This is an optimization exercise on Yosys and OpenROAD, whose aim is small area and a short achievable clock period, not a production implementation. Function was checked by simulation only, so behaviour that the tests miss may differ from the original.

Setup of lane 1:
Design test_dsp, start of the top module:
module test_dsp #(parameter width_in1=26, parameter width_in2=14, parameter width_out=40) (
    input clk_i,
    input signed [width_in1:0] a_i,
    input signed [width_in2:0] b_i,
    input signed [width_out:0] pd_pattern1,
    output signed [width_out:0] c_o,
    output reg ones_o
);
reg r1_c0_0;
reg r1_c0_1;
reg r1_c1_0;
reg r1_c2_0;
reg r1_c3_0;
reg r1_c4_0;
reg r1_c4_1;
reg r1_c4_2;
reg r1_c5_0;
reg r1_c5_1;
reg r1_c6_0;
reg r1_c6_1;
reg r1_c7_0;
reg r1_c7_1;
reg r1_c8_0;
reg r1_c8_1;
reg r1_c9_0;
reg r1_c9_1;
reg r1_c9_2;
reg r1_c9_3;
reg r1_c10_0;
reg r1_c10_1;
reg r1_c10_2;
reg r1_c11_0;
reg r1_c11_1;
reg r1_c11_2;
reg r1_c12_0;
reg r1_c12_1;
reg r1_c12_2;
reg r1_c13_0;
reg r1_c13_1;
reg r1_c13_2;
reg r1_c13_3;
reg r1_c13_4;
reg r1_c14_0;
reg r1_c14_1;
reg r1_c14_2;
reg r1_c15_0;
reg r1_c15_1;
reg r1_c15_2;
reg r1_c15_3;
reg r1_c16_0;
reg r1_c16_1;
reg r1_c16_2;
reg r1_c16_3;
reg r1_c17_0;
reg r1_c17_1;
reg r1_c17_2;
reg r1_c17_3;
reg r1_c18_0;
reg r1_c18_1;
reg r1_c18_2;
reg r1_c18_3;
reg r1_c19_0;
reg r1_c19_1;
reg r1_c19_2;
reg r1_c19_3;
reg r1_c20_0;
reg r1_c20_1;
reg r1_c20_2;
reg r1_c20_3;
reg r1_c21_0;
reg r1_c21_1;
reg r1_c21_2;
reg r1_c21_3;
reg r1_c22_0;
reg r1_c22_1;
reg r1_c22_2;
reg r1_c22_3;
reg r1_c23_0;
reg r1_c23_1;
reg r1_c23_2;
reg r1_c23_3;
reg r1_c24_0;
reg r1_c24_1;
reg r1_c24_2;
reg r1_c24_3;
reg r1_c25_0;
reg r1_c25_1;
reg r1_c25_2;
reg r1_c25_3;
reg r1_c26_0;
reg r1_c26_1;
reg r1_c26_2;
reg r1_c26_3;
reg r1_c27_0;
reg r1_c27_1;
reg r1_c27_2;
reg r1_c27_3;
reg r1_c28_0;
reg r1_c28_1;
reg r1_c28_2;
reg r1_c28_3;
reg r1_c28_4;
reg r1_c29_0;
reg r1_c29_1;
reg r1_c29_2;
reg r1_c29_3;
reg r1_c30_0;
reg r1_c30_1;
reg r1_c30_2;
reg r1_c30_3;
reg r1_c30_4;
reg r1_c31_0;
reg r1_c31_1;
reg r1_c31_2;
reg r1_c31_3;
reg r1_c32_0;
reg r1_c32_1;
reg r1_c32_2;
reg r1_c33_0;
reg r1_c33_1;
reg r1_c33_2;
reg r1_c34_0;
reg r1_c34_1;
reg r1_c34_2;
reg r1_c34_3;
reg r1_c35_0;
reg r1_c35_1;
reg r1_c35_2;
reg r1_c36_0;
reg r1_c36_1;
reg r1_c37_0;
reg r1_c37_1;
reg r1_c38_0;
reg r1_c38_1;
reg r1_c38_2;
reg r1_c39_0;
reg r1_c39_1;
reg r1_c40_0;
reg [40:0] pat_r;
reg [40:0] prod_r;
reg [5:0] eqp_r;
wire bo0 = b_i[0] ^ 1'b0;
wire bt0 = (b_i[1] & ~b_i[0] & ~1'b0) | (~b_i[1] & b_i[0] & 1'b0);
wire bn0 = b_i[1];
  ...
For scale: ~1500 cells after synthesis, roughly 16000 sq um of cells after synthesis.
export LEC_CHECK = 0
export ABC_AREA = 1
export CAP_MARGIN = 20
export CORE_MARGIN = 2
export CORE_UTILIZATION = 50
export CTS_BUF_LIST = sky130_fd_sc_hd__clkbuf_8
export CTS_CLUSTER_DIAMETER = 71
export CTS_CLUSTER_SIZE = 12
export SETUP_SLACK_MARGIN = 3.4
export SLEW_MARGIN = 20
create_clock -name core_clock -period 6.5 [get_ports {clk_i}]
standard.sh (not shown) runs the stock make flow with config.mk's settings and CLKGATE_MAP_FILE= SYNTH_SCRIPT=/design/flow/synth_recipe.tcl, a recipe that flattens the netlist after the stock synthesis.
==> flow/flow/run.sh <==
#!/bin/bash
# Standard ORFS layout, with one extra step between synthesis and floorplan:
# flow/polarity.py removes the polarity inverters that Yosys's full-adder
# extraction leaves between adder cells (full adders are self-dual), and
# swaps gates for their complement cells where that saves an inverter.
# Registers and ports are untouched.
set -euo pipefail
cd "$(dirname "$0")/.."
W=$(pwd)
R=$W/orfs/results/${FLOW_PLATFORM}/test_dsp/base
LIB=${FLOW_HOME}/platforms/${FLOW_PLATFORM}/lib/sky130_fd_sc_hd__tt_025C_1v80.lib
# port buffers: a real buffer cell (buffer_ports otherwise picks a delay cell)
export BUFFER_PORTS_ARGS="-buffer_cell sky130_fd_sc_hd__buf_2"
bash standard.sh synth > "$W/run_synth.log" 2>&1
cp "$R/1_2_yosys.v" "$W/1_2_yosys.standard.v"
python3 flow/polarity.py "$LIB" "$W/1_2_yosys.standard.v" "$R/1_2_yosys.v" > "$W/run_polarity.log" 2>&1
rm -f "$R/1_synth.odb" "$R/1_synth.sdc"
bash standard.sh finish > "$W/run_layout.log" 2>&1
Other scripts of this flow, unchanged in this note and not shown: flow/flow/polarity.py
Setup changes, lane 1 to lane 5
Settings: SETUP_SLACK_MARGIN changed from 3.4 to 3.3.
## What came out
- Sort lane 5 and lane 1 by area taken by multi-input logic gates, descending, and lane 1 comes first.
- From lane 1 to lane 5, sequential cell count did not move at all.
- Comparing lane 5 and lane 1, post-route worst setup slack is lower on lane 5.
- Number of global-route vias before repair (lane 5 vs. lane 1) decreases slightly
- Between lane 5 and lane 1, it is lane 5 whose biggest fanout along the worst timing path is higher, by 14.

afterwards: timing with drivers on the ports:
The results above use ideal ports. As a check the final layouts listed here were re-extracted and re-timed, cells and wires unchanged.
Step 1 sets driving cells, clkbuf_16 on the clock port and buf_2 on the other inputs (assumed; they add their load-dependent delay and slew).
Step 2 times the ports against the registers' clock, not the clock port: input delays grow and output delays shrink by t, the midpoint of the rising clock arrivals with the driver on.
Slacks: ideal / step 1 / step 2; pairs: ideal / step 1.
run | t, ns | setup slack, ns | clock arrival spread, ns | worst register clock-pin slew, ns
lane 1 | 0.599 | 3.397 / 3.397 / 2.837 | 0.032 / 0.031 | 0.09 / 0.09
lane 5 | 0.583 | 3.332 / 3.333 / 2.750 | 0.025 / 0.025 | 0.09 / 0.09
After both steps setup and hold are still met in every run listed. The setup slack of lane 5, which loses most, moves by +0.001 ns with the drivers and by -0.582 ns with both steps.
